Context: an optimization exercise on an open-source flow, tuned for small area and a short achievable clock period. The choices shown serve that exercise and are no tape-out recipe. Function was not checked in any run shown here: the RTL went through the layout flow alone.

### flow/run.sh
#!/bin/bash
# Layout flow: the standard synthesis, then the synthesized netlist is
# replaced by the gate-level netlist that flow/gen.py builds for the same RTL
# (same registers, names and cell types, taken from the standard synthesis),
# then the standard flow from floorplan to finish. Port buffers use
# buf_1. Falls back to the standard flow if the netlist cannot be built.
set -u
R=orfs/results/sky130hd/matrix_mul_sa_pipe/base
export BUFFER_PORTS_ARGS="-buffer_cell sky130_fd_sc_hd__buf_1"
if bash standard.sh synth > synth.log 2>&1 \
   && cp $R/1_2_yosys.v std_synth.v \
   && python3 flow/gen.py net std_synth.v gen_netlist.v > gen.log 2>&1; then
    cp gen_netlist.v $R/1_2_yosys.v
    rm -f $R/1_synth.odb $R/1_synth.sdc
    echo "using generated netlist" > flow_choice.log
else
    echo "generated netlist failed; standard flow" > flow_choice.log
fi
bash standard.sh > layout.log 2>&1
### flow/gen.py
#!/usr/bin/env python3
"""Generator for the 3x3 streaming matrix multiplier.

  python3 gen.py rtl OUTDIR            write OUTDIR/pe.v and OUTDIR/matrix_mul_sa_pipe.v
  python3 gen.py net STD.v OUT.v       write a gate-level sky130hd netlist of the same
                                       design to OUT.v, taking register instance names
                                       and cell types from the standard synthesis STD.v

The RTL and the netlist come from one description, so they match at every
register: the netlist only chooses cells and signal polarities.

Each PE(i,j) is a two-stage multiply-accumulate unit. Stage 1 forms the
Baugh-Wooley partial products of a*b and reduces them with a Dadda tree of
full/half adders to T1 rows, which are registered (some bits inverted).
Stage 2 adds those rows to base = load ? 3K : acc, with K the Baugh-Wooley
constant, so three products after a load acc holds their exact sum.
"""
import re
import sys

W = 17                      # accumulator width
T1 = 2                      # rows left after stage 1
PREFIX = "sk"                # carry-propagate adder: "ks" Kogge-Stone, "sk" Sklansky
MULT = "booth"              # "bw" Baugh-Wooley array, "booth" radix-4 Booth on b
if MULT == "bw":
    K = (1 << 16) + (1 << 15) + (1 << 8)          # a*b = tree + K (mod 2^17)
else:
    K = -((1 << 8) + (1 << 10) + (1 << 12) + (1 << 14))
K3 = (3 * K) % (1 << W)
BW = 12 if MULT == "booth" else 8                 # width of a stored b operand

# rough delays (ns) used only to order adder inputs
D_FA, D_HA, D_INV, D_G = 0.42, 0.25, 0.05, 0.12


# ----------------------------------------------------------------------------
# logical signals carry an RTL expression name and, in the netlist, a literal
# (net, pol): the net holds the value when pol == 0 and its complement when 1.
class Sig:
    def __init__(self, rtl, net, pol, t):
        self.rtl, self.net, self.pol, self.t = rtl, net, pol, t


class Builder:
    def __init__(self, prefix):
        self.prefix = prefix
        self.rtl = []          # RTL assigns
        self.rtl_wires = []
        self.cells = []        # (type, {pin: net})
        self.nets = []
        self.n = 0
        self.invs = {}

    def wire(self, kind):
        self.n += 1
        return f"{kind}{self.n}"

    def net(self):
        self.n += 1
        name = f"{self.prefix}n{self.n}"
        self.nets.append(name)
        return name

    def cell(self, typ, **pins):
        self.cells.append((typ, pins))

    def lit(self, s, pol):
        """net carrying s's value xor pol"""
        if s.pol == pol:
            return s.net
        if s.net not in self.invs:
            y = self.net()
            self.cell("inv_1", A=s.net, Y=y)
            self.invs[s.net] = y
        return self.invs[s.net]

    def rtl_assign(self, expr, kind="w"):
        name = self.wire(kind)
        self.rtl_wires.append(name)
        self.rtl.append(f"    assign {name} = {expr};")
        return name

    # --- adders on logical signals
    def fa(self, x, y, z):
        pols = [x.pol, y.pol, z.pol]
        p = 1 if sum(pols) >= 2 else 0
        t = max(s.t + (D_INV if s.pol != p else 0) for s in (x, y, z))
        a, b, c = (self.lit(s, p) for s in (x, y, z))
        so, co = self.net(), self.net()
        self.cell("fa_1", A=a, B=b, CIN=c, SUM=so, COUT=co)
        rs = self.rtl_assign(f"{x.rtl} ^ {y.rtl} ^ {z.rtl}", "s")
        rc = self.rtl_assign(f"({x.rtl} & {y.rtl}) | ({x.rtl} & {z.rtl}) | ({y.rtl} & {z.rtl})", "c")
        return Sig(rs, so, p, t + D_FA), Sig(rc, co, p, t + D_FA)

    def ha(self, x, y):
        t = max(x.t, y.t)
        so, co = self.net(), self.net()
        if x.pol == 0 and y.pol == 0:
            self.cell("ha_1", A=x.net, B=y.net, SUM=so, COUT=co)
            t += D_HA
        elif x.pol == 1 and y.pol == 1:
            self.cell("xnor2_1", A=x.net, B=y.net, Y=so)       # ~(~x ^ ~y) = ~(x ^ y)
            self.cell("or2_1", A=x.net, B=y.net, X=co)         # ~x | ~y = ~(x & y)
            t += D_G + 0.05
            rs = self.rtl_assign(f"{x.rtl} ^ {y.rtl}", "s")
            rc = self.rtl_assign(f"{x.rtl} & {y.rtl}", "c")
            return Sig(rs, so, 1, t), Sig(rc, co, 1, t)
        else:
            if x.pol == 1:
                x, y = y, x                                     # x true, y inverted
            self.cell("xnor2_1", A=x.net, B=y.net, Y=so)       # ~(x ^ ~y) = x ^ y
            self.cell("nor2b_1", A=y.net, B_N=x.net, Y=co)     # ~(~y) & x = x & y
            t += D_G + 0.05
        rs = self.rtl_assign(f"{x.rtl} ^ {y.rtl}", "s")
        rc = self.rtl_assign(f"{x.rtl} & {y.rtl}", "c")
        return Sig(rs, so, 0, t), Sig(rc, co, 0, t)

    def reduce(self, cols, final):
        """Dadda reduction of columns of Sig to at most `final` bits each."""
        ncol = len(cols)
        d = [2]
        while d[-1] < max(len(x) for x in cols):
            d.append(d[-1] * 3 // 2)
        targets = [t for t in reversed(d[:-1]) if t >= final]
        for target in targets:
            new_cols = [[] for _ in range(ncol)]
            carries = [[] for _ in range(ncol + 1)]
            for c in range(ncol):
                bits = sorted(cols[c], key=lambda s: s.t)
                h = len(bits) + len(carries[c])
                out = []
                while h > target:
                    if h - target >= 2 and len(bits) >= 3:
                        # earliest bit plus the two next best matching its polarity
                        first = bits[0]
                        rest = bits[1:]
                        rest.sort(key=lambda s: (s.t + (D_INV if s.pol != first.pol else 0)))
                        grp = [first] + rest[:2]
                        for g in grp:
                            bits.remove(g)
                        s, cy = self.fa(*grp)
                        h -= 2
                    elif len(bits) >= 2:
                        s, cy = self.ha(bits.pop(0), bits.pop(0))
                        h -= 1
                    else:
                        break
                    out.append(s)
                    if c + 1 < ncol:
                        carries[c + 1].append(cy)
                new_cols[c] = bits + out + carries[c]
            cols = new_cols
        return cols


# ----------------------------------------------------------------------------
def build_pe(prefix, a_nets, b_nets, ld_net, nld_net, acc_nets, regnames):
    """Build one PE. Returns (builder, rtl_regs, q_info, acc_d_nets).

    a_nets/b_nets: nets of operand bits (true polarity); acc_nets: Q nets of
    the accumulator flip-flops; regnames: callable giving register nets."""
    B = Builder(prefix)
    cols = [[] for _ in range(W)]
    if MULT == "bw":
        # stage 1: partial products, all carried inverted
        for i in range(8):
            for j in range(8):
                y = B.net()
                if (i == 7) != (j == 7):
                    B.cell("and2_1", A=a_nets[i], B=b_nets[j], X=y)
                    r = B.rtl_assign(f"~(a[{i}] & b[{j}])", "p")
                else:
                    B.cell("nand2_1", A=a_nets[i], B=b_nets[j], Y=y)
                    r = B.rtl_assign(f"a[{i}] & b[{j}]", "p")
                cols[i + j].append(Sig(r, y, 1, D_G))
    else:
        # radix-4 Booth: b arrives encoded as one[k] = b[k], two[k] = b[4+k],
        # nneg[k] = b[8+k]; row k = (sel ^ neg) with sel = one & a[j] | two & a[j-1],
        # its top bit inverted (sign extension folded into K), plus neg at 2k
        for k in range(4):
            one, two, nneg = b_nets[k], b_nets[4 + k], b_nets[8 + k]
            ro, rt, rn = f"b[{k}]", f"b[{4 + k}]", f"b[{8 + k}]"
            for j in range(9):
                ns = B.net()
                aj = a_nets[min(j, 7)]
                raj = f"a[{min(j, 7)}]"
                if j == 0:
                    B.cell("nand2_1", A=one, B=aj, Y=ns)
                    rsel = f"({ro} & {raj})"
                else:
                    am = a_nets[j - 1]
                    B.cell("a22oi_1", A1=one, A2=aj, B1=two, B2=am, Y=ns)
                    rsel = f"(({ro} & {raj}) | ({rt} & a[{j - 1}]))"
                y = B.net()
                if j < 8:
                    # ~x = ~sel ^ neg = ~(nsel ^ nneg)
                    B.cell("xnor2_1", A=ns, B=nneg, Y=y)
                    r = B.rtl_assign(f"{rsel} ^ ~{rn}", "p")
                else:
                    # bit is ~x, carried inverted: net = x = ~sel ^ ~nneg
                    B.cell("xor2_1", A=ns, B=nneg, X=y)
                    r = B.rtl_assign(f"~({rsel} ^ ~{rn})", "p")
                cols[2 * k + j].append(Sig(r, y, 1, D_G + 0.2))
            r = B.rtl_assign(f"~{rn}", "p")
            cols[2 * k].append(Sig(r, nneg, 1, 0.0))
        # column 0 holds x[0][0] and neg[0]; add them here so that no stage-1
        # register is a plain copy of an operand bit
        s0, c0 = B.ha(cols[0][0], cols[0][1])
        cols[0] = [s0]
        cols[1].append(c0)
    cols = B.reduce(cols, T1)
    # registered rows: register q{k}_{c} holds the row bit, inverted when its
    # literal is inverted (so the flip-flop needs no inverter)
    qregs = []       # (regname, rtl expr for D, d_net, pol)
    qsigs = [[] for _ in range(W)]
    for c in range(W):
        assert len(cols[c]) <= T1
        for k, s in enumerate(cols[c]):
            name = f"q{k}_{c}"
            expr = f"~{s.rtl}" if s.pol else s.rtl
            qnet = regnames(name)
            qregs.append((name, expr, s.net))
            qsigs[c].append(Sig(f"({'~' if s.pol else ''}{name})", qnet, s.pol, 0.0))
    # stage 2: base, nand2/nor2 give base inverted
    cols2 = [[] for _ in range(W)]
    for c in range(W):
        y = B.net()
        if (K3 >> c) & 1:
            B.cell("nor2_1", A=acc_nets[c], B=ld_net, Y=y)
            r = B.rtl_assign(f"acc[{c}] | load", "b")
        else:
            B.cell("nand2_1", A=acc_nets[c], B=nld_net, Y=y)
            r = B.rtl_assign(f"acc[{c}] & nload", "b")
        cols2[c].append(Sig(r, y, 1, D_G + 0.1))
        cols2[c].extend(qsigs[c])
    cols2 = B.reduce(cols2, 2)
    # carry-propagate adder: Sklansky prefix with polarity tracking
    g, p, h = [], [], []
    for c in range(W):
        bits = cols2[c]
        if len(bits) == 2:
            u, v = bits
            # generate g = u & v, propagate p = u | v (prefix), half sum h = u ^ v
            gn, pn, hn = B.net(), B.net(), B.net()
            if u.pol == 0 and v.pol == 0:
                B.cell("nand2_1", A=u.net, B=v.net, Y=gn)
                gs = Sig(None, gn, 1, 0)
                B.cell("nor2_1", A=u.net, B=v.net, Y=pn)
                ps = Sig(None, pn, 1, 0)
                B.cell("xor2_1", A=u.net, B=v.net, X=hn)
                hs = Sig(None, hn, 0, 0)
            elif u.pol == 1 and v.pol == 1:
                B.cell("nor2_1", A=u.net, B=v.net, Y=gn)
                gs = Sig(None, gn, 0, 0)
                B.cell("nand2_1", A=u.net, B=v.net, Y=pn)
                ps = Sig(None, pn, 0, 0)
                B.cell("xor2_1", A=u.net, B=v.net, X=hn)
                hs = Sig(None, hn, 0, 0)
            else:
                if u.pol == 1:
                    u, v = v, u
                B.cell("nor2b_1", A=v.net, B_N=u.net, Y=gn)
                gs = Sig(None, gn, 0, 0)
                B.cell("nand2b_1", A_N=u.net, B=v.net, Y=pn)
                ps = Sig(None, pn, 0, 0)
                B.cell("xnor2_1", A=u.net, B=v.net, Y=hn)
                hs = Sig(None, hn, 0, 0)
            g.append(gs)
            p.append(ps)
            h.append(hs)
        elif len(bits) == 1:
            g.append(None)
            p.append(bits[0])
            h.append(bits[0])
        else:
            g.append(None)
            p.append(None)
            h.append(None)
    # rtl for stage 2 result rows
    r0 = [cols2[c][0].rtl if len(cols2[c]) > 0 else "1'b0" for c in range(W)]
    r1 = [cols2[c][1].rtl if len(cols2[c]) > 1 else "1'b0" for c in range(W)]

    def combine(hi, lo):
        """(G,P) of hi range combined with lower range lo; None means 0 for G."""
        Gh, Ph = hi
        Gl, Pl = lo
        if Gl is None:
            G = Gh
        elif Ph is None:
            G = Gh
        elif Gh is None:
            # G = Ph & Gl
            G = and_sig(B, Ph, Gl)
        else:
            G = aoi_sig(B, Gh, Ph, Gl)
        if Ph is None or Pl is None:
            P = None
        else:
            P = and_sig(B, Ph, Pl)
        return (G, P)

    # prefix over bits 0..W-2 (carries into bits 1..W-1)
    n = W - 1
    node = [(g[i], p[i]) for i in range(n)]
    lvl = 1
    while lvl < n:
        new = list(node)
        for i in range(n):
            if PREFIX == "sk" and (i // lvl) % 2 == 1:
                new[i] = combine(node[i], node[(i // lvl) * lvl - 1])
            elif PREFIX == "ks" and i >= lvl:
                new[i] = combine(node[i], node[i - lvl])
        node = new
        lvl *= 2
    carry = [None] + [node[i][0] for i in range(n)]
    acc_d = []
    for c in range(W):
        y = B.net()
        hs, cs = h[c], carry[c]
        if hs is None and cs is None:
            raise RuntimeError("constant sum bit")
        if cs is None:
            if hs.pol == 0:
                acc_d.append(hs.net)
                continue
            B.cell("inv_1", A=hs.net, Y=y)
        elif hs is None:
            if cs.pol == 0:
                acc_d.append(cs.net)
                continue
            B.cell("inv_1", A=cs.net, Y=y)
        elif hs.pol == cs.pol:
            B.cell("xor2_1", A=hs.net, B=cs.net, X=y)
        else:
            B.cell("xnor2_1", A=hs.net, B=cs.net, Y=y)
        acc_d.append(y)
    return B, qregs, r0, r1, acc_d


def and_sig(B, x, y):
    """x & y with polarity tracking."""
    o = B.net()
    if x.pol == 0 and y.pol == 0:
        B.cell("nand2_1", A=x.net, B=y.net, Y=o)
        return Sig(None, o, 1, 0)
    if x.pol == 1 and y.pol == 1:
        B.cell("nor2_1", A=x.net, B=y.net, Y=o)
        return Sig(None, o, 0, 0)
    if x.pol == 1:
        x, y = y, x
    # x true, y inverted: x & ~ny
    B.cell("nor2b_1", A=y.net, B_N=x.net, Y=o)
    return Sig(None, o, 0, 0)


def aoi_sig(B, gh, ph, gl):
    """gh | (ph & gl) with polarity tracking."""
    o = B.net()
    pols = [gh.pol, ph.pol, gl.pol]
    pol = 1 if sum(pols) >= 2 else 0
    a1, a2, b1 = B.lit(ph, pol), B.lit(gl, pol), B.lit(gh, pol)
    if pol == 0:
        B.cell("a21oi_1", A1=a1, A2=a2, B1=b1, Y=o)
        return Sig(None, o, 1, 0)
    # inputs inverted: ~G = ngh & (nph | ngl) -> G = o21ai
    B.cell("o21ai_1", A1=a1, A2=a2, B1=b1, Y=o)
    return Sig(None, o, 0, 0)


# ----------------------------------------------------------------------------
PES = [  # name, a operand reg, b operand reg, load strobe pair
    ("pe_11", "x1d1", "y1d1", "1"),
    ("pe_12", "x1d2", "y2d1", "2"),
    ("pe_13", "x1d3", "y3d1", "3"),
    ("pe_21", "x2d1", "y1d2", "2"),
    ("pe_22", "x2d2", "y2d2", "3"),
    ("pe_23", "x2d2", "y3d1", "3"),
    ("pe_31", "x3d1", "y1d3", "3b"),
    ("pe_32", "x3d1", "y2d2", "3b"),
    ("pe_33", "x3d1", "y3d1", "3b"),
]
# load strobe pairs: (ld register, nld register, phase of ph_nx, nld reset
# kind); pair 3b shares ld3 and has its own copy of nld3 that differs only in
# its reset value, so that it stays a separate register (fanout)
STROBES = {
    "1": ("ld1", "nld1", 2, None),
    "2": ("ld2", "nld2", 3, None),
    "3": ("ld3", "nld3", 0, None),
    "3b": ("ld3", "nld3r", 0, "r"),
}
OPREGS = [("x1d1", "x_1"), ("x1d2", "x1d1"), ("x1d3", "x1d2"),
          ("x2d1", "x_2"), ("x2d2", "x2d1"), ("x3d1", "x_3"),
          ("y1d1", "y_1"), ("y1d2", "y1d1"), ("y1d3", "y1d2"),
          ("y2d1", "y_2"), ("y2d2", "y2d1"), ("y3d1", "y_3")]


def pe_template():
    """Build the PE once with placeholder nets to get its RTL."""
    a = [f"a[{i}]" for i in range(8)]
    b = [f"b[{i}]" for i in range(BW)]
    acc = [f"acc[{i}]" for i in range(W)]
    return build_pe("t_", a, b, "load", "nload", acc, lambda q: q)


def write_rtl(outdir):
    B, qregs, r0, r1, _ = pe_template()
    o = []
    o.append("// Generated by gen/gen.py (see gen/README.md): two-stage signed 8x8")
    o.append("// multiply-accumulate unit. Stage 1 reduces the " + ("Baugh-Wooley" if MULT == "bw" else "radix-4 Booth") + " partial products")
    o.append(f"// of a*b with a Dadda tree to {T1} rows and registers them (bits marked ~ are")
    o.append("// stored inverted). Stage 2 adds the rows to base = load ? 3K : acc, where")
    o.append("// K is the constant left out of stage 1, so")
    o.append("// three products after a load acc holds their exact sum (mod 2^17).")
    o.append("// nload must be ~load.")
    o.append("module pe (")
    o.append("    input                    clk,")
    o.append("    input                    load,")
    o.append("    input                    nload,")
    o.append("    input  signed [7:0]      a,")
    o.append(f"    input         [{BW - 1}:0]      b,")
    o.append("    output reg signed [16:0] acc")
    o.append(");")
    for w in B.rtl_wires:
        o.append(f"    wire {w};")
    for name, _, _ in qregs:
        o.append(f"    reg {name};")
    o.extend(B.rtl)
    o.append("    always @(posedge clk) begin")
    for name, expr, _ in qregs:
        o.append(f"        {name} <= {expr};")
    o.append("    end")
    o.append("    wire [16:0] r0 = {" + ", ".join(reversed(r0)) + "};")
    o.append("    wire [16:0] r1 = {" + ", ".join(reversed(r1)) + "};")
    o.append("    always @(posedge clk)")
    o.append("        acc <= r0 + r1;")
    o.append("endmodule")
    open(f"{outdir}/pe.v", "w").write("\n".join(o) + "\n")
    open(f"{outdir}/matrix_mul_sa_pipe.v", "w").write(top_rtl())


def booth_enc_exprs(y):
    """RTL expressions of the 12 stored Booth bits of port y: one[0..3],
    two[0..3], nneg[0..3]."""
    one, two, nneg = [], [], []
    for k in range(4):
        if k == 0:
            one.append(f"{y}[0]")
            two.append(f"({y}[1] & ~{y}[0])")
        else:
            one.append(f"({y}[{2 * k}] ^ {y}[{2 * k - 1}])")
            two.append(f"(({y}[{2 * k + 1}] ^ {y}[{2 * k}]) & ~({y}[{2 * k}] ^ {y}[{2 * k - 1}]))")
        nneg.append(f"~{y}[{2 * k + 1}]")
    return one + two + nneg


def top_rtl():
    t = TOP_RTL.replace("@BW1@", str(BW - 1))
    if MULT == "booth":
        enc = ["    // y operands are stored radix-4 Booth encoded: bits 3:0 one, 7:4 two,",
               "    // 11:8 inverted sign of each digit"]
        for i in (1, 2, 3):
            ex = booth_enc_exprs(f"y_{i}")
            enc.append(f"    wire [11:0] ye{i} = {{" + ", ".join(reversed(ex)) + "};")
        t = t.replace("@YENC@", "\n".join(enc) + "\n")
        for i in (1, 2, 3):
            t = t.replace(f"@Y{i}@", f"ye{i}")
    else:
        t = t.replace("@YENC@", "")
        for i in (1, 2, 3):
            t = t.replace(f"@Y{i}@", f"y_{i}")
    return t


TOP_RTL = """// 3x3 matrix multiplier on a skewed stream, one matrix pair every 4 cycles.
module matrix_mul_sa_pipe #(
    parameter DW = 8
)(
    input                    clk,
    input                    rst_n,
    input                    start,
    input  signed [DW-1:0]   x_1, x_2, x_3, y_1, y_2, y_3,
    output                   p11_v, p1221_v, p132231_v, p3223_v, p33_v,
    output signed [2*DW:0]   p_1_1, p_1_2, p_1_3, p_2_1, p_2_2, p_2_3, p_3_1, p_3_2, p_3_3
);
    // window phase: ph = cycle mod 4 once start is high; run set from cycle 4;
    // results of window n are valid in cycles 4n+5, 4n+6, 4n+7
    reg [1:0] ph;
    reg       run;
    reg       v0, v1, v2;
    always @(posedge clk or negedge rst_n) begin
        if (!rst_n) begin
            ph  <= 2'd0;
            run <= 1'b0;
            v0  <= 1'b0;
            v1  <= 1'b0;
            v2  <= 1'b0;
        end else begin
            ph  <= ph + {1'b0, start};
            run <= run | (start & (ph == 2'd3));
            v0  <= start & run & (ph == 2'd0);
            v1  <= start & run & (ph == 2'd1);
            v2  <= start & run & (ph == 2'd2);
        end
    end
    assign p11_v     = v0;
    assign p1221_v   = v1;
    assign p132231_v = v2;
    assign p3223_v   = v2;
    assign p33_v     = v2;

    // operand delay lines (no reset: only values from the current stream are used)
    reg signed [DW-1:0] x1d1, x1d2, x1d3, x2d1, x2d2, x3d1;
    reg        [@BW1@:0] y1d1, y1d2, y1d3, y2d1, y2d2, y3d1;
@YENC@    always @(posedge clk) begin
        x1d1 <= x_1; x1d2 <= x1d1; x1d3 <= x1d2;
        x2d1 <= x_2; x2d2 <= x2d1;
        x3d1 <= x_3;
        y1d1 <= @Y1@; y1d2 <= y1d1; y1d3 <= y1d2;
        y2d1 <= @Y2@; y2d2 <= y2d1;
        y3d1 <= @Y3@;
    end

    // PE(i,j) accumulates from phase max(i,j) + 1 on; load strobes (and their
    // complements) are registered from the next phase
    wire [1:0] ph_nx = ph + {1'b0, start};
    reg ld1, ld2, ld3, nld1, nld2, nld3;
    always @(posedge clk) begin
        ld1  <= (ph_nx == 2'd2);
        ld2  <= (ph_nx == 2'd3);
        ld3  <= (ph_nx == 2'd0);
        nld1 <= (ph_nx != 2'd2);
        nld2 <= (ph_nx != 2'd3);
        nld3 <= (ph_nx != 2'd0);
    end
    // copy of nld3 for three of the six phase-0 PEs (fanout); it differs from
    // nld3 only in its reset value, which no result depends on
    reg nld3r;
    always @(posedge clk or negedge rst_n) begin
        if (!rst_n)
            nld3r <= 1'b0;
        else
            nld3r <= (ph_nx != 2'd0);
    end

    pe pe_11 (.clk(clk), .load(ld1), .nload(nld1), .a(x1d1), .b(y1d1), .acc(p_1_1));
    pe pe_12 (.clk(clk), .load(ld2), .nload(nld2), .a(x1d2), .b(y2d1), .acc(p_1_2));
    pe pe_13 (.clk(clk), .load(ld3), .nload(nld3), .a(x1d3), .b(y3d1), .acc(p_1_3));
    pe pe_21 (.clk(clk), .load(ld2), .nload(nld2), .a(x2d1), .b(y1d2), .acc(p_2_1));
    pe pe_22 (.clk(clk), .load(ld3), .nload(nld3), .a(x2d2), .b(y2d2), .acc(p_2_2));
    pe pe_23 (.clk(clk), .load(ld3), .nload(nld3), .a(x2d2), .b(y3d1), .acc(p_2_3));
    pe pe_31 (.clk(clk), .load(ld3), .nload(nld3r), .a(x3d1), .b(y1d3), .acc(p_3_1));
    pe pe_32 (.clk(clk), .load(ld3), .nload(nld3r), .a(x3d1), .b(y2d2), .acc(p_3_2));
    pe pe_33 (.clk(clk), .load(ld3), .nload(nld3r), .a(x3d1), .b(y3d1), .acc(p_3_3));
endmodule
"""


# ----------------------------------------------------------------------------
PORT_NETS = {"p11_v", "p1221_v", "p132231_v", "p3223_v", "p33_v"}


def esc(name):
    return "\\" + name + " "


def write_net(std_path, out_path):
    # registers of the standard synthesis: base name -> (instance name, cell)
    std = {}
    for m in re.finditer(r"(sky130_fd_sc_hd__d\w+)\s+\\(\S+)\s*\(", open(std_path).read()):
        cell, inst = m.group(1), m.group(2)
        base = inst.split("$")[0]
        std[base] = (inst, cell)
    cells = []       # (type, inst, pins)
    nets = set()
    regs_used = {}

    def reg(base, d, q, reset=None):
        if base not in std:
            raise RuntimeError(f"register {base} not in standard synthesis")
        inst, cell = std[base]
        if reset is True:
            reset = "r"
        want = {None: "dfxtp", "r": "dfrtp", "s": "dfstp"}[reset]
        if not cell.startswith(f"sky130_fd_sc_hd__{want}"):
            raise RuntimeError(f"register {base} is {cell}, expected {want}")
        pins = {"CLK": "clk", "D": d, "Q": q}
        if reset == "r":
            pins["RESET_B"] = "rst_n"
        elif reset == "s":
            pins["SET_B"] = "rst_n"
        cells.append((cell[len("sky130_fd_sc_hd__"):], esc(inst), pins))
        regs_used[base] = True

    cnt = [0]

    def gate(typ, **pins):
        cnt[0] += 1
        cells.append((typ, f"_g{cnt[0]}_", pins))

    def net(name):
        nets.add(name)
        return name

    # operand registers
    opq = {}
    for r, src in OPREGS:
        opq[r] = [net(f"{r}_q{i}") for i in range(BW if r[0] == "y" else 8)]
    enc = {}
    if MULT == "booth":
        for yi in ("y_1", "y_2", "y_3"):
            e = [net(f"{yi}_e{i}") for i in range(12)]
            b = [f"{yi}[{i}]" for i in range(8)]
            for k in range(4):
                if k == 0:
                    gate("buf_1", A=b[0], X=e[0])
                    gate("nor2b_1", A=b[0], B_N=b[1], Y=e[4])
                else:
                    x = net(f"{yi}_x{k}")
                    gate("xor2_1", A=b[2 * k], B=b[2 * k - 1], X=e[k])
                    gate("xnor2_1", A=b[2 * k + 1], B=b[2 * k], Y=x)
                    gate("nor2_1", A=e[k], B=x, Y=e[4 + k])
                gate("inv_1", A=b[2 * k + 1], Y=e[8 + k])
            enc[yi] = e
    for r, src in OPREGS:
        for i in range(len(opq[r])):
            if src in enc:
                d = enc[src][i]
            elif src.startswith(("x_", "y_")):
                d = f"{src}[{i}]"
            else:
                d = opq[src][i]
            reg(f"{r}[{i}]", d, opq[r][i])
    # control
    ph = [net("ph_q0"), net("ph_q1")]
    run, v0, v1 = net("run_q"), "p11_v", "p1221_v"
    v2 = "p132231_v"
    phd = [net("ph_d0"), net("ph_d1")]
    t0 = net("ph_t")
    gate("xor2_1", A="ph_q0", B="start", X=phd[0])
    gate("and2_1", A="ph_q0", B="start", X=t0)
    gate("xor2_1", A="ph_q1", B=t0, X=phd[1])
    reg("ph[0]", phd[0], ph[0], True)
    reg("ph[1]", phd[1], ph[1], True)
    rund = net("run_d")
    gate("a31o_1", A1="start", A2=ph[0], A3=ph[1], B1=run, X=rund)
    reg("run", rund, run, True)
    for v, vd, g in ((v0, "v0_d", None), (v1, "v1_d", None), (v2, "v2_d", None)):
        net(vd)
    gate("and4bb_1", A_N=ph[0], B_N=ph[1], C="start", D=run, X="v0_d")
    gate("and4b_1", A_N=ph[1], B=ph[0], C="start", D=run, X="v1_d")
    gate("and4b_1", A_N=ph[0], B=ph[1], C="start", D=run, X="v2_d")
    reg("v0", "v0_d", v0, True)
    reg("v1", "v1_d", v1, True)
    reg("v2", "v2_d", v2, True)
    gate("buf_1", A=v2, X="p3223_v")
    gate("buf_1", A=v2, X="p33_v")
    # ph_nx == 2, 3, 0 and complements
    for n_ in ("eq2", "ne2", "eq3", "ne3", "eq0", "ne0"):
        net(n_)
    gate("nor2b_1", A=phd[0], B_N=phd[1], Y="eq2")
    gate("nand2b_1", A_N=phd[0], B=phd[1], Y="ne2")
    gate("and2_1", A=phd[0], B=phd[1], X="eq3")
    gate("nand2_1", A=phd[0], B=phd[1], Y="ne3")
    gate("nor2_1", A=phd[0], B=phd[1], Y="eq0")
    gate("or2_1", A=phd[0], B=phd[1], X="ne0")
    ld, nld = {}, {}
    for key, (lr, nr, ph_, nk) in STROBES.items():
        ld[key] = net(f"{lr}_q")
        nld[key] = net(f"{nr}_q")
        if lr not in regs_used:
            reg(lr, f"eq{ph_}", ld[key])
        reg(nr, f"ne{ph_}", nld[key], nk)
    # PEs
    outname = {"pe_11": "p_1_1", "pe_12": "p_1_2", "pe_13": "p_1_3",
               "pe_21": "p_2_1", "pe_22": "p_2_2", "pe_23": "p_2_3",
               "pe_31": "p_3_1", "pe_32": "p_3_2", "pe_33": "p_3_3"}
    for name, ra, rb, grp in PES:
        acc = [f"{outname[name]}[{c}]" for c in range(W)]
        qnets = {}

        def regnames(q, name=name, qnets=qnets):
            qnets[q] = net(f"{name}_{q}")
            return qnets[q]
        B, qregs, _, _, acc_d = build_pe(f"{name}_", opq[ra], opq[rb], ld[grp], nld[grp], acc, regnames)
        for n_ in B.nets:
            nets.add(n_)
        for typ, pins in B.cells:
            cnt[0] += 1
            cells.append((typ, f"_g{cnt[0]}_", pins))
        for q, expr, dnet in qregs:
            reg(f"{name}.{q}", dnet, qnets[q])
        for c in range(W):
            reg(f"{name}.acc[{c}]", acc_d[c], acc[c])
    # drop gates whose outputs drive nothing (registers always stay)
    outs = ("X", "Y", "SUM", "COUT")
    while True:
        used = set()
        for typ, inst, pins in cells:
            for k, v in pins.items():
                if k not in outs and k != "Q":
                    used.add(v)
        keep = []
        for cell in cells:
            typ, inst, pins = cell
            o_ = [v for k, v in pins.items() if k in outs]
            if o_ and not typ.startswith("d") and not any(v in used or v in PORT_NETS or v.startswith("p_") for v in o_):
                continue
            keep.append(cell)
        if len(keep) == len(cells):
            break
        cells[:] = keep
    # size flip-flops by fanout (the drive strength may differ from synthesis)
    fo = {}
    for typ, inst, pins in cells:
        for k, v in pins.items():
            if k not in ("X", "Y", "Q", "SUM", "COUT"):
                fo[v] = fo.get(v, 0) + 1
    for idx, (typ, inst, pins) in enumerate(cells):
        if typ.startswith(("dfxtp", "dfrtp", "dfstp")):
            n_ = fo.get(pins["Q"], 0)
            if n_ > 12:
                cells[idx] = (typ[:5] + "_4", inst, pins)
            elif n_ > 5:
                cells[idx] = (typ[:5] + "_2", inst, pins)
    missing = set(std) - set(regs_used)
    if missing:
        raise RuntimeError(f"standard registers not built: {sorted(missing)[:5]}")
    # write
    o = []
    ports = ["clk", "rst_n", "start", "x_1", "x_2", "x_3", "y_1", "y_2", "y_3",
             "p11_v", "p1221_v", "p132231_v", "p3223_v", "p33_v"] + \
            [f"p_{i}_{j}" for i in (1, 2, 3) for j in (1, 2, 3)]
    o.append("module matrix_mul_sa_pipe(" + ", ".join(ports) + ");")
    for p_ in ("clk", "rst_n", "start"):
        o.append(f"  input {p_};")
    for p_ in ("x_1", "x_2", "x_3", "y_1", "y_2", "y_3"):
        o.append(f"  input [7:0] {p_};")
    for p_ in ("p11_v", "p1221_v", "p132231_v", "p3223_v", "p33_v"):
        o.append(f"  output {p_};")
    for i in (1, 2, 3):
        for j in (1, 2, 3):
            o.append(f"  output [16:0] p_{i}_{j};")
    for n_ in sorted(nets):
        o.append(f"  wire {n_};")
    for typ, inst, pins in cells:
        conns = ", ".join(f".{k}({v})" for k, v in pins.items())
        o.append(f"  sky130_fd_sc_hd__{typ} {inst}({conns});")
    o.append("endmodule")
    open(out_path, "w").write("\n".join(o) + "\n")
    from collections import Counter
    cc = Counter(t for t, _, _ in cells)
    sys.stderr.write("cells: " + ", ".join(f"{k} {v}" for k, v in sorted(cc.items())) + "\n")


if __name__ == "__main__":
    if sys.argv[1] == "rtl":
        write_rtl(sys.argv[2])
    elif sys.argv[1] == "net":
        write_net(sys.argv[2], sys.argv[3])
### standard.sh
#!/bin/bash
# synth_recipe.tcl (not shown) runs the flow's synth.tcl, then flattens the netlist and writes it again
# the make line also repeats each setting of config.mk as NAME=value (left out here)
make -C /OpenROAD-flow-scripts/flow DESIGN_CONFIG=/design/flow/config.mk WORK_HOME=/design/flow/orfs CLKGATE_MAP_FILE= SYNTH_SCRIPT=/design/flow/synth_recipe.tcl "${@:-finish}"
### config.mk
export PLATFORM = sky130hd
export DESIGN_NAME = matrix_mul_sa_pipe
export DESIGN_NICKNAME = matrix_mul_sa_pipe
export VERILOG_FILES = /design/flow/design.v
export SDC_FILE = /design/flow/constraint.sdc
export NUM_CORES = 4
export LEC_CHECK = 0
export CAP_MARGIN = 20
export CORE_MARGIN = 2
export CORE_UTILIZATION = 40
export CTS_BUF_LIST = sky130_fd_sc_hd__clkbuf_16
export CTS_CLUSTER_DIAMETER = 80
export CTS_CLUSTER_SIZE = 25
export SETUP_SLACK_MARGIN = 3.2
export SLEW_MARGIN = 20
export TNS_END_PERCENT = 100
### constraint.sdc
create_clock -name core_clock -period 5.5 [get_ports {clk}]
set_input_delay 1.1000 -clock core_clock [delete_from_list [all_inputs] [get_ports {clk}]]
set_output_delay 1.1000 -clock core_clock [all_outputs]
set_load 0.01 [all_outputs]
### design.v
module pe (
    input                    clk,
    input                    load,
    input                    nload,
    input  signed [7:0]      a,
    input         [11:0]      b,
    output reg signed [16:0] acc
);
    wire p3;
    wire p6;
    wire p9;
    wire p12;
    wire p15;
    wire p18;
    wire p21;
    wire p24;
    wire p27;
    wire p28;
    wire p31;
    wire p34;
    wire p37;
    wire p40;
    wire p43;
    wire p46;
    wire p49;
    wire p52;
    wire p55;
    wire p56;
    wire p59;
    wire p62;
    wire p65;
    wire p68;
    wire p71;
    wire p74;
    wire p77;
    wire p80;
    wire p83;
    wire p84;
    wire p87;
    wire p90;
    wire p93;
    wire p96;
    wire p99;
    wire p102;
    wire p105;
    wire p108;
    wire p111;
    wire p112;
    wire s115;
    wire c116;
    wire s119;
    wire c120;
    wire s123;
    wire c124;
    wire s127;
    wire c128;
    wire s131;
    wire c132;
    wire s135;
    wire c136;
    wire s139;
    wire c140;
    wire s143;
    wire c144;
    wire s147;
    wire c148;
    wire s151;
    wire c152;
    wire s155;
    wire c156;
    wire s159;
    wire c160;
    wire s163;
    wire c164;
    wire s167;
    wire c168;
    wire s171;
    wire c172;
    wire s175;
    wire c176;
    wire s179;
    wire c180;
    wire s183;
    wire c184;
    wire s187;
    wire c188;
    wire s191;
    wire c192;
    wire s195;
    wire c196;
    wire s199;
    wire c200;
    wire b202;
    wire b204;
    wire b206;
    wire b208;
    wire b210;
    wire b212;
    wire b214;
    wire b216;
    wire b218;
    wire b220;
    wire b222;
    wire b224;
    wire b226;
    wire b228;
    wire b230;
    wire b232;
    wire b234;
    wire s237;
    wire c238;
    wire s241;
    wire c242;
    wire s245;
    wire c246;
    wire s249;
    wire c250;
    wire s253;
    wire c254;
    wire s257;
    wire c258;
    wire s261;
    wire c262;
    wire s265;
    wire c266;
    wire s269;
    wire c270;
    wire s273;
    wire c274;
    wire s277;
    wire c278;
    wire s281;
    wire c282;
    wire s285;
    wire c286;
    wire s289;
    wire c290;
    reg q0_0;
    reg q0_1;
    reg q1_1;
    reg q0_2;
    reg q1_2;
    reg q0_3;
    reg q1_3;
    reg q0_4;
    reg q1_4;
    reg q0_5;
    reg q1_5;
    reg q0_6;
    reg q1_6;
    reg q0_7;
    reg q1_7;
    reg q0_8;
    reg q1_8;
    reg q0_9;
    reg q1_9;
    reg q0_10;
    reg q1_10;
    reg q0_11;
    reg q1_11;
    reg q0_12;
    reg q1_12;
    reg q0_13;
    reg q1_13;
    reg q0_14;
    assign p3 = (b[0] & a[0]) ^ ~b[8];
    assign p6 = ((b[0] & a[1]) | (b[4] & a[0])) ^ ~b[8];
    assign p9 = ((b[0] & a[2]) | (b[4] & a[1])) ^ ~b[8];
    assign p12 = ((b[0] & a[3]) | (b[4] & a[2])) ^ ~b[8];
    assign p15 = ((b[0] & a[4]) | (b[4] & a[3])) ^ ~b[8];
    assign p18 = ((b[0] & a[5]) | (b[4] & a[4])) ^ ~b[8];
    assign p21 = ((b[0] & a[6]) | (b[4] & a[5])) ^ ~b[8];
    assign p24 = ((b[0] & a[7]) | (b[4] & a[6])) ^ ~b[8];
    assign p27 = ~(((b[0] & a[7]) | (b[4] & a[7])) ^ ~b[8]);
    assign p28 = ~b[8];
    assign p31 = (b[1] & a[0]) ^ ~b[9];
    assign p34 = ((b[1] & a[1]) | (b[5] & a[0])) ^ ~b[9];
    assign p37 = ((b[1] & a[2]) | (b[5] & a[1])) ^ ~b[9];
    assign p40 = ((b[1] & a[3]) | (b[5] & a[2])) ^ ~b[9];
    assign p43 = ((b[1] & a[4]) | (b[5] & a[3])) ^ ~b[9];
    assign p46 = ((b[1] & a[5]) | (b[5] & a[4])) ^ ~b[9];
    assign p49 = ((b[1] & a[6]) | (b[5] & a[5])) ^ ~b[9];
    assign p52 = ((b[1] & a[7]) | (b[5] & a[6])) ^ ~b[9];
    assign p55 = ~(((b[1] & a[7]) | (b[5] & a[7])) ^ ~b[9]);
    assign p56 = ~b[9];
    assign p59 = (b[2] & a[0]) ^ ~b[10];
    assign p62 = ((b[2] & a[1]) | (b[6] & a[0])) ^ ~b[10];
    assign p65 = ((b[2] & a[2]) | (b[6] & a[1])) ^ ~b[10];
    assign p68 = ((b[2] & a[3]) | (b[6] & a[2])) ^ ~b[10];
    assign p71 = ((b[2] & a[4]) | (b[6] & a[3])) ^ ~b[10];
    assign p74 = ((b[2] & a[5]) | (b[6] & a[4])) ^ ~b[10];
    assign p77 = ((b[2] & a[6]) | (b[6] & a[5])) ^ ~b[10];
    assign p80 = ((b[2] & a[7]) | (b[6] & a[6])) ^ ~b[10];
    assign p83 = ~(((b[2] & a[7]) | (b[6] & a[7])) ^ ~b[10]);
    assign p84 = ~b[10];
    assign p87 = (b[3] & a[0]) ^ ~b[11];
    assign p90 = ((b[3] & a[1]) | (b[7] & a[0])) ^ ~b[11];
    assign p93 = ((b[3] & a[2]) | (b[7] & a[1])) ^ ~b[11];
    assign p96 = ((b[3] & a[3]) | (b[7] & a[2])) ^ ~b[11];
    assign p99 = ((b[3] & a[4]) | (b[7] & a[3])) ^ ~b[11];
    assign p102 = ((b[3] & a[5]) | (b[7] & a[4])) ^ ~b[11];
    assign p105 = ((b[3] & a[6]) | (b[7] & a[5])) ^ ~b[11];
    assign p108 = ((b[3] & a[7]) | (b[7] & a[6])) ^ ~b[11];
    assign p111 = ~(((b[3] & a[7]) | (b[7] & a[7])) ^ ~b[11]);
    assign p112 = ~b[11];
    assign s115 = p3 ^ p28;
    assign c116 = p3 & p28;
    assign s119 = p112 ^ p21;
    assign c120 = p112 & p21;
    assign s123 = p24 ^ p46;
    assign c124 = p24 & p46;
    assign s127 = p27 ^ p49;
    assign c128 = p27 & p49;
    assign s131 = p84 ^ p15;
    assign c132 = p84 & p15;
    assign s135 = p18 ^ p40;
    assign c136 = p18 & p40;
    assign s139 = p43 ^ p65 ^ p87;
    assign c140 = (p43 & p65) | (p43 & p87) | (p65 & p87);
    assign s143 = p68 ^ p90 ^ s123;
    assign c144 = (p68 & p90) | (p68 & s123) | (p90 & s123);
    assign s147 = p71 ^ p93 ^ s127;
    assign c148 = (p71 & p93) | (p71 & s127) | (p93 & s127);
    assign s151 = p52 ^ p74 ^ p96;
    assign c152 = (p52 & p74) | (p52 & p96) | (p74 & p96);
    assign s155 = p55 ^ p77;
    assign c156 = p55 & p77;
    assign s159 = p56 ^ p9;
    assign c160 = p56 & p9;
    assign s163 = p12 ^ p34;
    assign c164 = p12 & p34;
    assign s167 = p37 ^ p59 ^ s131;
    assign c168 = (p37 & p59) | (p37 & s131) | (p59 & s131);
    assign s171 = p62 ^ s135 ^ c132;
    assign c172 = (p62 & s135) | (p62 & c132) | (s135 & c132);
    assign s175 = s119 ^ c136 ^ s139;
    assign c176 = (s119 & c136) | (s119 & s139) | (c136 & s139);
    assign s179 = c120 ^ c140 ^ s143;
    assign c180 = (c120 & c140) | (c120 & s143) | (c140 & s143);
    assign s183 = c124 ^ s147 ^ c144;
    assign c184 = (c124 & s147) | (c124 & c144) | (s147 & c144);
    assign s187 = c128 ^ s151 ^ c148;
    assign c188 = (c128 & s151) | (c128 & c148) | (s151 & c148);
    assign s191 = p99 ^ s155 ^ c152;
    assign c192 = (p99 & s155) | (p99 & c152) | (s155 & c152);
    assign s195 = p80 ^ p102 ^ c156;
    assign c196 = (p80 & p102) | (p80 & c156) | (p102 & c156);
    assign s199 = p83 ^ p105;
    assign c200 = p83 & p105;
    assign b202 = acc[0] & nload;
    assign b204 = acc[1] & nload;
    assign b206 = acc[2] & nload;
    assign b208 = acc[3] & nload;
    assign b210 = acc[4] & nload;
    assign b212 = acc[5] & nload;
    assign b214 = acc[6] & nload;
    assign b216 = acc[7] & nload;
    assign b218 = acc[8] | load;
    assign b220 = acc[9] & nload;
    assign b222 = acc[10] & nload;
    assign b224 = acc[11] & nload;
    assign b226 = acc[12] & nload;
    assign b228 = acc[13] & nload;
    assign b230 = acc[14] & nload;
    assign b232 = acc[15] & nload;
    assign b234 = acc[16] | load;
    assign s237 = (~q0_1) ^ (~q1_1);
    assign c238 = (~q0_1) & (~q1_1);
    assign s241 = (~q0_2) ^ (~q1_2) ^ b206;
    assign c242 = ((~q0_2) & (~q1_2)) | ((~q0_2) & b206) | ((~q1_2) & b206);
    assign s245 = (~q0_3) ^ (~q1_3) ^ b208;
    assign c246 = ((~q0_3) & (~q1_3)) | ((~q0_3) & b208) | ((~q1_3) & b208);
    assign s249 = (~q0_4) ^ (~q1_4) ^ b210;
    assign c250 = ((~q0_4) & (~q1_4)) | ((~q0_4) & b210) | ((~q1_4) & b210);
    assign s253 = (~q0_5) ^ (~q1_5) ^ b212;
    assign c254 = ((~q0_5) & (~q1_5)) | ((~q0_5) & b212) | ((~q1_5) & b212);
    assign s257 = (~q0_6) ^ (~q1_6) ^ b214;
    assign c258 = ((~q0_6) & (~q1_6)) | ((~q0_6) & b214) | ((~q1_6) & b214);
    assign s261 = (~q0_7) ^ (~q1_7) ^ b216;
    assign c262 = ((~q0_7) & (~q1_7)) | ((~q0_7) & b216) | ((~q1_7) & b216);
    assign s265 = (~q0_8) ^ (~q1_8) ^ b218;
    assign c266 = ((~q0_8) & (~q1_8)) | ((~q0_8) & b218) | ((~q1_8) & b218);
    assign s269 = (~q0_9) ^ (~q1_9) ^ b220;
    assign c270 = ((~q0_9) & (~q1_9)) | ((~q0_9) & b220) | ((~q1_9) & b220);
    assign s273 = (~q0_10) ^ (~q1_10) ^ b222;
    assign c274 = ((~q0_10) & (~q1_10)) | ((~q0_10) & b222) | ((~q1_10) & b222);
    assign s277 = (~q0_11) ^ (~q1_11) ^ b224;
    assign c278 = ((~q0_11) & (~q1_11)) | ((~q0_11) & b224) | ((~q1_11) & b224);
    assign s281 = (~q0_12) ^ (~q1_12) ^ b226;
    assign c282 = ((~q0_12) & (~q1_12)) | ((~q0_12) & b226) | ((~q1_12) & b226);
    assign s285 = (~q0_13) ^ (~q1_13) ^ b228;
    assign c286 = ((~q0_13) & (~q1_13)) | ((~q0_13) & b228) | ((~q1_13) & b228);
    assign s289 = (~q0_14) ^ b230;
    assign c290 = (~q0_14) & b230;
    always @(posedge clk) begin
        q0_0 <= ~s115;
        q0_1 <= ~p6;
        q1_1 <= ~c116;
        q0_2 <= ~p31;
        q1_2 <= ~s159;
        q0_3 <= ~s163;
        q1_3 <= ~c160;
        q0_4 <= ~s167;
        q1_4 <= ~c164;
        q0_5 <= ~s171;
        q1_5 <= ~c168;
        q0_6 <= ~s175;
        q1_6 <= ~c172;
        q0_7 <= ~s179;
        q1_7 <= ~c176;
        q0_8 <= ~s183;
        q1_8 <= ~c180;
        q0_9 <= ~s187;
        q1_9 <= ~c184;
        q0_10 <= ~s191;
        q1_10 <= ~c188;
        q0_11 <= ~s195;
        q1_11 <= ~c192;
        q0_12 <= ~s199;
        q1_12 <= ~c196;
        q0_13 <= ~p108;
        q1_13 <= ~c200;
        q0_14 <= ~p111;
    end
    wire [16:0] r0 = {b234, b232, s289, s285, s281, s277, s273, s269, s265, s261, s257, s253, s249, s245, s241, b204, (~q0_0)};
    wire [16:0] r1 = {1'b0, c290, c286, c282, c278, c274, c270, c266, c262, c258, c254, c250, c246, c242, c238, s237, b202};
    always @(posedge clk)
        acc <= r0 + r1;
endmodule
module matrix_mul_sa_pipe #(
    parameter DW = 8
)(
    input                    clk,
    input                    rst_n,
    input                    start,
    input  signed [DW-1:0]   x_1, x_2, x_3, y_1, y_2, y_3,
    output                   p11_v, p1221_v, p132231_v, p3223_v, p33_v,
    output signed [2*DW:0]   p_1_1, p_1_2, p_1_3, p_2_1, p_2_2, p_2_3, p_3_1, p_3_2, p_3_3
);
    reg [1:0] ph;
    reg       run;
    reg       v0, v1, v2;
    always @(posedge clk or negedge rst_n) begin
        if (!rst_n) begin
            ph  <= 2'd0;
            run <= 1'b0;
            v0  <= 1'b0;
            v1  <= 1'b0;
            v2  <= 1'b0;
        end else begin
            ph  <= ph + {1'b0, start};
            run <= run | (start & (ph == 2'd3));
            v0  <= start & run & (ph == 2'd0);
            v1  <= start & run & (ph == 2'd1);
            v2  <= start & run & (ph == 2'd2);
        end
    end
    assign p11_v     = v0;
    assign p1221_v   = v1;
    assign p132231_v = v2;
    assign p3223_v   = v2;
    assign p33_v     = v2;
    reg signed [DW-1:0] x1d1, x1d2, x1d3, x2d1, x2d2, x3d1;
    reg        [11:0] y1d1, y1d2, y1d3, y2d1, y2d2, y3d1;
    wire [11:0] ye1 = {~y_1[7], ~y_1[5], ~y_1[3], ~y_1[1], ((y_1[7] ^ y_1[6]) & ~(y_1[6] ^ y_1[5])), ((y_1[5] ^ y_1[4]) & ~(y_1[4] ^ y_1[3])), ((y_1[3] ^ y_1[2]) & ~(y_1[2] ^ y_1[1])), (y_1[1] & ~y_1[0]), (y_1[6] ^ y_1[5]), (y_1[4] ^ y_1[3]), (y_1[2] ^ y_1[1]), y_1[0]};
    wire [11:0] ye2 = {~y_2[7], ~y_2[5], ~y_2[3], ~y_2[1], ((y_2[7] ^ y_2[6]) & ~(y_2[6] ^ y_2[5])), ((y_2[5] ^ y_2[4]) & ~(y_2[4] ^ y_2[3])), ((y_2[3] ^ y_2[2]) & ~(y_2[2] ^ y_2[1])), (y_2[1] & ~y_2[0]), (y_2[6] ^ y_2[5]), (y_2[4] ^ y_2[3]), (y_2[2] ^ y_2[1]), y_2[0]};
    wire [11:0] ye3 = {~y_3[7], ~y_3[5], ~y_3[3], ~y_3[1], ((y_3[7] ^ y_3[6]) & ~(y_3[6] ^ y_3[5])), ((y_3[5] ^ y_3[4]) & ~(y_3[4] ^ y_3[3])), ((y_3[3] ^ y_3[2]) & ~(y_3[2] ^ y_3[1])), (y_3[1] & ~y_3[0]), (y_3[6] ^ y_3[5]), (y_3[4] ^ y_3[3]), (y_3[2] ^ y_3[1]), y_3[0]};
    always @(posedge clk) begin
        x1d1 <= x_1; x1d2 <= x1d1; x1d3 <= x1d2;
        x2d1 <= x_2; x2d2 <= x2d1;
        x3d1 <= x_3;
        y1d1 <= ye1; y1d2 <= y1d1; y1d3 <= y1d2;
        y2d1 <= ye2; y2d2 <= y2d1;
        y3d1 <= ye3;
    end
    wire [1:0] ph_nx = ph + {1'b0, start};
    reg ld1, ld2, ld3, nld1, nld2, nld3;
    always @(posedge clk) begin
        ld1  <= (ph_nx == 2'd2);
        ld2  <= (ph_nx == 2'd3);
        ld3  <= (ph_nx == 2'd0);
        nld1 <= (ph_nx != 2'd2);
        nld2 <= (ph_nx != 2'd3);
        nld3 <= (ph_nx != 2'd0);
    end
    reg nld3r;
    always @(posedge clk or negedge rst_n) begin
        if (!rst_n)
            nld3r <= 1'b0;
        else
            nld3r <= (ph_nx != 2'd0);
    end
    pe pe_11 (.clk(clk), .load(ld1), .nload(nld1), .a(x1d1), .b(y1d1), .acc(p_1_1));
    pe pe_12 (.clk(clk), .load(ld2), .nload(nld2), .a(x1d2), .b(y2d1), .acc(p_1_2));
    pe pe_13 (.clk(clk), .load(ld3), .nload(nld3), .a(x1d3), .b(y3d1), .acc(p_1_3));
    pe pe_21 (.clk(clk), .load(ld2), .nload(nld2), .a(x2d1), .b(y1d2), .acc(p_2_1));
    pe pe_22 (.clk(clk), .load(ld3), .nload(nld3), .a(x2d2), .b(y2d2), .acc(p_2_2));
    pe pe_23 (.clk(clk), .load(ld3), .nload(nld3), .a(x2d2), .b(y3d1), .acc(p_2_3));
    pe pe_31 (.clk(clk), .load(ld3), .nload(nld3r), .a(x3d1), .b(y1d3), .acc(p_3_1));
    pe pe_32 (.clk(clk), .load(ld3), .nload(nld3r), .a(x3d1), .b(y2d2), .acc(p_3_2));
    pe pe_33 (.clk(clk), .load(ld3), .nload(nld3r), .a(x3d1), .b(y3d1), .acc(p_3_3));
endmodule
==> results of run 1 <==
-- repair_timing --
item                       in CTS  in global routing
gates resized for setup       105                277
setup endpoints to repair     131                103
buffers inserted               47                 55
pin swaps                      25                119
gates cloned                    3                  1
-- layout by cell type, fill, tap and decap left out, drive strengths merged, types with 7 or more instances in the layout --
master and count:
nor2 199, dfxtp 531, a21oi 189, clkinv 8, a22oi 288, xnor2 486, fa 216, or2 109
nor2b 40, nand2 397, dfrtp 7, xor2 254, buf 306, o21ai 99, clkbuf 41, inv 110
-- metal layers --
layer	part of all wire, %	global-route usage [%]	up-vias
met5	0.13	0	-
met4	2.4	4.31	18
met3	6.5	4.44	116
met2	46	31.8	540
met1	45	26.0	10420
li1	-	-	10370
-- state kept, by name, summed over array words and instances, names as in the netlist, 17 cells and up --
register	flops
pe_12.acc	17
pe_13.acc	17
pe_33.acc	17
pe_21.acc	17
pe_23.acc	17
pe_11.acc	17
pe_32.acc	17
pe_22.acc	17
pe_31.acc	17
-- final cells by class --
| class | count | share of cell area (%) |
|---|---|---|
| clock buffer | 35 | 2.51 |
| clock inverter | 26 | 1.15 |
| inverter | 102 | 1.10 |
| multi-input combinational | 2284 | 54.1 |
| sequential | 538 | 31.8 |
| tap | 950 | 3.40 |
| timing repair buffer | 314 | 5.96 |
-- final timing paths --
check | end | slack (ps) | depth (start not counted)
worst min-delay path | y1d2[5]$_DFF_P_ | 430 | 0
min in group asynchronous | v1$_DFF_PN0_ | 470 | 1
max in group asynchronous | nld3r$_DFF_PN0_ | 4640 | 1
worst max-delay path | pe_33.acc[13]$_DFF_P_ | 3090 | 10
worst max register to register | pe_33.acc[13]$_DFF_P_ | 3090 | 10
worst min register to register | y1d2[5]$_DFF_P_ | 430 | 0
-- per-stage QoR --
stage	utilization (%)	cell area, um^2
detailed placement	43.4	31100
global placement	43.4	31100
global route	48.7	34900
finish	48.7	34900
CTS	46.5	33400
floorplan	-	29200
-- worst max-delay path, cell delays in order, from the launching register on --
cell and delay [ps]:
sky130_fd_sc_hd__dfrtp_4 520, sky130_fd_sc_hd__buf_12 170, sky130_fd_sc_hd__buf_16 160, sky130_fd_sc_hd__nand2_1 80, sky130_fd_sc_hd__fa_1 450, sky130_fd_sc_hd__nand2_1 130, sky130_fd_sc_hd__nand2_1 130, sky130_fd_sc_hd__nor2_2 240
sky130_fd_sc_hd__nand2_1 90, sky130_fd_sc_hd__o21ai_1 170, sky130_fd_sc_hd__xor2_1 190
==> notes.md, run 1 <==
- The run finished with no timing, DRC or antenna violations.
- The number of vias per cell after detailed routing is 5.05.
- The overall die area is 75000 um^2.
- The beginning of the worst register-to-register path is nld3r$_DFF_PN0_.
- Counting along the longest clock path gives a buffer depth of 3.
- In this run the standard cell core region covers 71700 um^2.
- STA classifies the critical path endpoint as a register.
- The initial utilization of the core area, before any placement, comes to 40.6%.
- The total of buffers placed on input and output ports is 208.
- The final instance count without filler cells is 4249.
- Registers take 11100 um^2.
- For the pin with the worst max-slew slack, the measured transition is 656 ps.
- Once detail routing completed, the nets flagged for antenna violations numbered 0.
- The height of the die is 274 um.
- The setup slack after placement is 2640 ps.
- STA puts the critical path data arrival time at 2900 ps.
- The number of iterations in the first detailed-routing pass is 5.
- The required time of the critical path is 5990 ps.
- CTS saw 538 sinks.
- The die is 274 um wide.
- The hold violation count in the final report is 0.
- The area growth from synthesis to final layout is 20.0%.
- The biggest fanout along the worst timing path is 13.
- The path category of the worst min-delay check is register to register.
- The violation count after the first detailed-routing iteration is 1314.
- Global routing finished with a remaining overflow of 0.
- The H-tree was split into 2 levels.
- Row generation in the floorplan step produced 98 rows.
- The clock input transition at the sequential cells of the worst setup and hold paths is 100 ps.
- The cell count after synthesis came out at 2929.
- The share of post-route cells with drive strength above 1 is 18.0%.
- The number of antenna violations at the first check in global routing was 10.
- Detailed placement finished with a half-perimeter wire length of 50200 um.
- The via count of the first global-routing pass is 20675.
- The worst hold path begins at y1d1[5]$_DFF_P_.
- The number of nets in the final layout is 3541.
- For this design, the CTS-stage hold fixing added 0 buffers.
- The overall via count from detail_route is 21464.
- The cell area that synthesis handed to floorplanning was 29100 um^2.
- The worst slew margin relative to its limit is 56.1%.
- The number of antenna diodes in the final layout is 0.
- Setup repair after global routing could not meet its margin everywhere.
- The smallest setup slack after layout is 3090 ps.
- The smallest clock period supported by the final layout is computed as 2410 ps.
- The routed wire length per instance is 18.0 um.
- The synthesized net count is 3196.
- The global-route wire length before repair is 114000 um.
- The clock network latency to the later pin of the worst-skew pair is 590 ps.
- The number of cells after detailed placement is 4082.
- The number of remaining DRC errors is 0.
- TritonCTS built the clock tree.
- The final-layout fill cell count is 6655.
- The final clock period utilization by the worst path is 43.8%.
- The number of warnings printed during yosys synthesis is 2.
- The critical path starts at nld3r$_DFF_PN0_.
- The count of maximum capacitance violations is 0.
- The area of the multi-input gates is 18900 um^2.
- In this run the clock root is driven by a sky130_fd_sc_hd__clkbuf_16.
- The final number of setup-violating endpoints is 0.
- The number of max-slew violations in the final report is 0.
- The kind of start point of the critical path is a register.
- The synthesized area per cell is 9.94 um^2.
- The placer congestion estimate is 0.825.
- Pin placement for this block handled 209 I/O pins.
- The number of buffers created by CTS is 34.
- In the global route stage, overall resource usage came out at 19.4%.
- The routed design has 76500 um of wire.
- The startpoint-to-endpoint class of the critical path is register to register.
- Entering global routing, the biggest net connects 37 pins.
- The total negative slack for setup checks is 0 ps.
- Clock skew on the completed layout was measured at 30.5 ps.
- The timing-limited maximum frequency is 415 MHz.
- The hold slack is 427 ps.
==> run 2, diff against run 1 <==
--- a/flow/gen.py
+++ b/flow/gen.py
@@ -22,3 +22,3 @@
 T1 = 2                      # rows left after stage 1
-PREFIX = "sk"                # carry-propagate adder: "ks" Kogge-Stone, "sk" Sklansky
+PREFIX = "ks"                # carry-propagate adder: "ks" Kogge-Stone, "sk" Sklansky
 MULT = "booth"              # "bw" Baugh-Wooley array, "booth" radix-4 Booth on b
==> run 2 against run 1 <==
  * Non-clock buffer count fell by 58
  * Clock skew fell by 2.6 ps
  * Critical path depth decreased by 1
  * Synthesized cell count is 8.6% higher
  * Global-route usage is 1.4 points higher
  * Die area grew 3.5%
  * Utilization down 1.5 points
  * Fmax up 1.8%
  * Final area up 0.67%
==> notes.md, run 2 <==
- Clock-pin slew was measured on the worst setup and hold paths at 100 ps.
- Setup violations remaining at the end of the flow were counted as 0.
- At the worst endpoint, the required time is 6000 ps.
- After synthesis the cells add up to 30200 um^2.
- The number of nets still failing antenna checks after routing is 0.
- STA classifies the critical path startpoint as a register.
- Setup repair after global routing could not meet its margin everywhere.
- The timing-limited maximum frequency is 423 MHz.
- The synthesized net count is 3448.
- The total negative slack for setup checks is 0 ps.
- From left edge to right edge, the die measures 279 um.
- The final clock period utilization by the worst path is 43.0%.
- The overall via count from detail_route is 23128.
- The startpoint-to-endpoint class of the critical path is register to register.
- The CTS tree is built.
- The global-route usage over all layers is 20.7%.
- Once layout is complete, the utilization of the core stands at 47.2%.
- During synthesis, Yosys emitted a total of 2 warnings.
- The final instance count without filler cells is 4466.
- The number of buffers created by CTS is 35.
- The first detailed-routing pass ran for 5 iterations.
- The floorplan step set the die height to 279 um.
- The boundary pin count is 209.
- The routed wire length per instance is 19.0 um.
- Routability-driven placement finished with a final weighted congestion of 0.902.
- For the pin with the worst max-slew slack, the measured transition is 689 ps.
- The hold violation count in the final report is 0.
- The synthesized area per cell is 9.48 um^2.
- The total routed wirelength is 84900 um.
- The final-layout fill cell count is 7219.
- The starting density of the core is 40.5%.
- The tree is rooted in a sky130_fd_sc_hd__clkbuf_16.
- The top cell types in the final layout, fill and taps aside, are sky130_fd_sc_hd__nand2_1, sky130_fd_sc_hd__xnor2_1, sky130_fd_sc_hd__dfxtp_1.
- In this run the tool buffered the top-level ports with 208 buffer cells.
- Counting every sink on the clock net gives 538.
- The placed wire-length estimate is 59800 um.
- The share of post-route cells with drive strength above 1 is 15.9%.
- The number of remaining DRC errors is 0.
- The element type at the critical path end is a register.
- Compared with the post-synthesis result, the final layout area differs by 16.6%.
- The library cell used most frequently in the layout, excluding fill and tap cells, is sky130_fd_sc_hd__nand2_1.
- The die covers 77600 um^2.
- The number of cells after detailed placement is 4353.
- In this run the worst path has a maximum fanout of 7.
- In this run the core area contains 100 standard-cell rows.
- The path category of the worst min-delay check is register to register.
- The clock period minus worst slack is 2370 ps.
- The buffer depth of the longest clock path is 3.
- The number of antenna violations at the first check in global routing is 10.
- Max-cap violations in this run came to 0.
- The via count of the first global-routing pass was 22585.
- The data arrival time of the critical path is 2870 ps.
- The number of levels in the clock H-tree is 2.
- Global routing finished with a remaining overflow of 0.
- The maximum number of pins on one net before global-route repair is 37.
- The first global-routing pass estimated 127000 um of wire.
- The flow ran to the end and the layout has no timing, DRC or antenna violations.
- For this block, the initial DRC count from the detailed router was 1402.
- For this run, the post-layout net count is 3736.
- The number of max-slew violations in the final report is 0.
- The number of vias per cell after detailed routing is 5.18.
- The worst pin sits at a relative slew slack of 53.9%.
- The worst-case clock skew is 28.0 ps.
- In the synthesized netlist, the number of instances is 3181.
- The later pin in the worst-skew pair is clocked with a latency of 590 ps.
- For this design, the CTS-stage hold fixing added 0 buffers.
- The core footprint is 74600 um^2.
==> run 2: per-layer routing <==
layer | up-vias | part of all wire, % | global-route usage, %
met5 | - | 0.11 | 0
met4 | 16 | 2.6 | 5.78
met3 | 118 | 6.1 | 4.12
met2 | 565 | 46 | 33.3
met1 | 11175 | 45 | 28.4
li1 | 11254 | - | -
==> run 2: worst paths after layout <==
| check | start | endpoint | slack [ps] | cells after the start |
|---|---|---|---|---|
| max | nld3r$_DFF_PN0_ | pe_33.acc[11]$_DFF_P_ | 3130 | 9 |
| min | y1d1[7]$_DFF_P_ | y1d2[7]$_DFF_P_ | 410 | 0 |
| max reg2reg | nld3r$_DFF_PN0_ | pe_33.acc[11]$_DFF_P_ | 3130 | 9 |
| min reg2reg | y1d1[7]$_DFF_P_ | y1d2[7]$_DFF_P_ | 410 | 0 |
| max in group asynchronous | rst_n | nld3r$_DFF_PN0_ | 4660 | 1 |
| min in group asynchronous | rst_n | nld3r$_DFF_PN0_ | 450 | 1 |
==> run 2: worst max-delay path: stages, from the launching register on <==
cell	delay, ps
sky130_fd_sc_hd__dfrtp_4	570
sky130_fd_sc_hd__buf_12	180
sky130_fd_sc_hd__nand2_1	90
sky130_fd_sc_hd__fa_2	500
sky130_fd_sc_hd__nand2_2	140
sky130_fd_sc_hd__nand2_1	110
sky130_fd_sc_hd__o21ai_2	240
sky130_fd_sc_hd__inv_1	80
sky130_fd_sc_hd__o21ai_1	230
sky130_fd_sc_hd__xor2_1	160
==> run 2: what timing repair did <==
item                       in CTS  in global routing
hold endpoints to repair        0                  0
resized for setup              37                321
gates cloned                    0                  4
setup buffers                  12                 32
setup endpoints to repair     118                102
pin swaps                       0                 44
==> run 2: area by class of cell <==
class | count | area (um^2) | share of cell area (%)
clock buffer | 37 | 926 | 2.63
timing repair buffer | 256 | 1480 | 4.20
sequential | 538 | 11100 | 31.6
antenna | 2 | 5.00 | 0.0142
tap | 969 | 1210 | 3.45
inverter | 48 | 180 | 0.512
clock inverter | 26 | 245 | 0.697
multi-input combinational | 2590 | 20000 | 56.9
==> run 2: metrics by stage <==
step / instance area [um^2] / hold slack, ps / setup WS, ps
floorplan: 30200 / 384 / 3330
global placement: 32100 / 411 / 2850
detailed placement: 32100 / 415 / 2840
CTS: 33600 / 413 / 3130
global route: 35200 / 430 / 3060
finish: 35200 / 411 / 3130

==> separate check: timing with driven ports <==
The flow's constraints put no driver on any port. The routed layouts listed below were extracted and timed again, unchanged, in two steps. Step 1: set_driving_cell puts a clkbuf_16 on clk and a buf_2 on each other input, an assumption about the parent block. Step 2 also shifts input and output timing later by t, the mid clock arrival at the registers, as if the neighbouring blocks saw the same clock. Three values: ideal ports, drivers, drivers and shift; two values: the first two.
run | t, ns | slack for setup (ns) | worst setup path at the end | worst data-port slew with drivers (ns) | cell pins on the clock port's net
run 1 | 0.629 | 3.091 / 3.091 / 3.091 | register to register | 0.10 | 1
run 2 | 0.639 | 3.133 / 3.133 / 3.123 | input to register | 0.12 | 1
After both steps setup and hold are still met in every run listed. The setup slack of run 2, which loses most, moves by 0.000 ns with the drivers and by -0.010 ns with both steps.
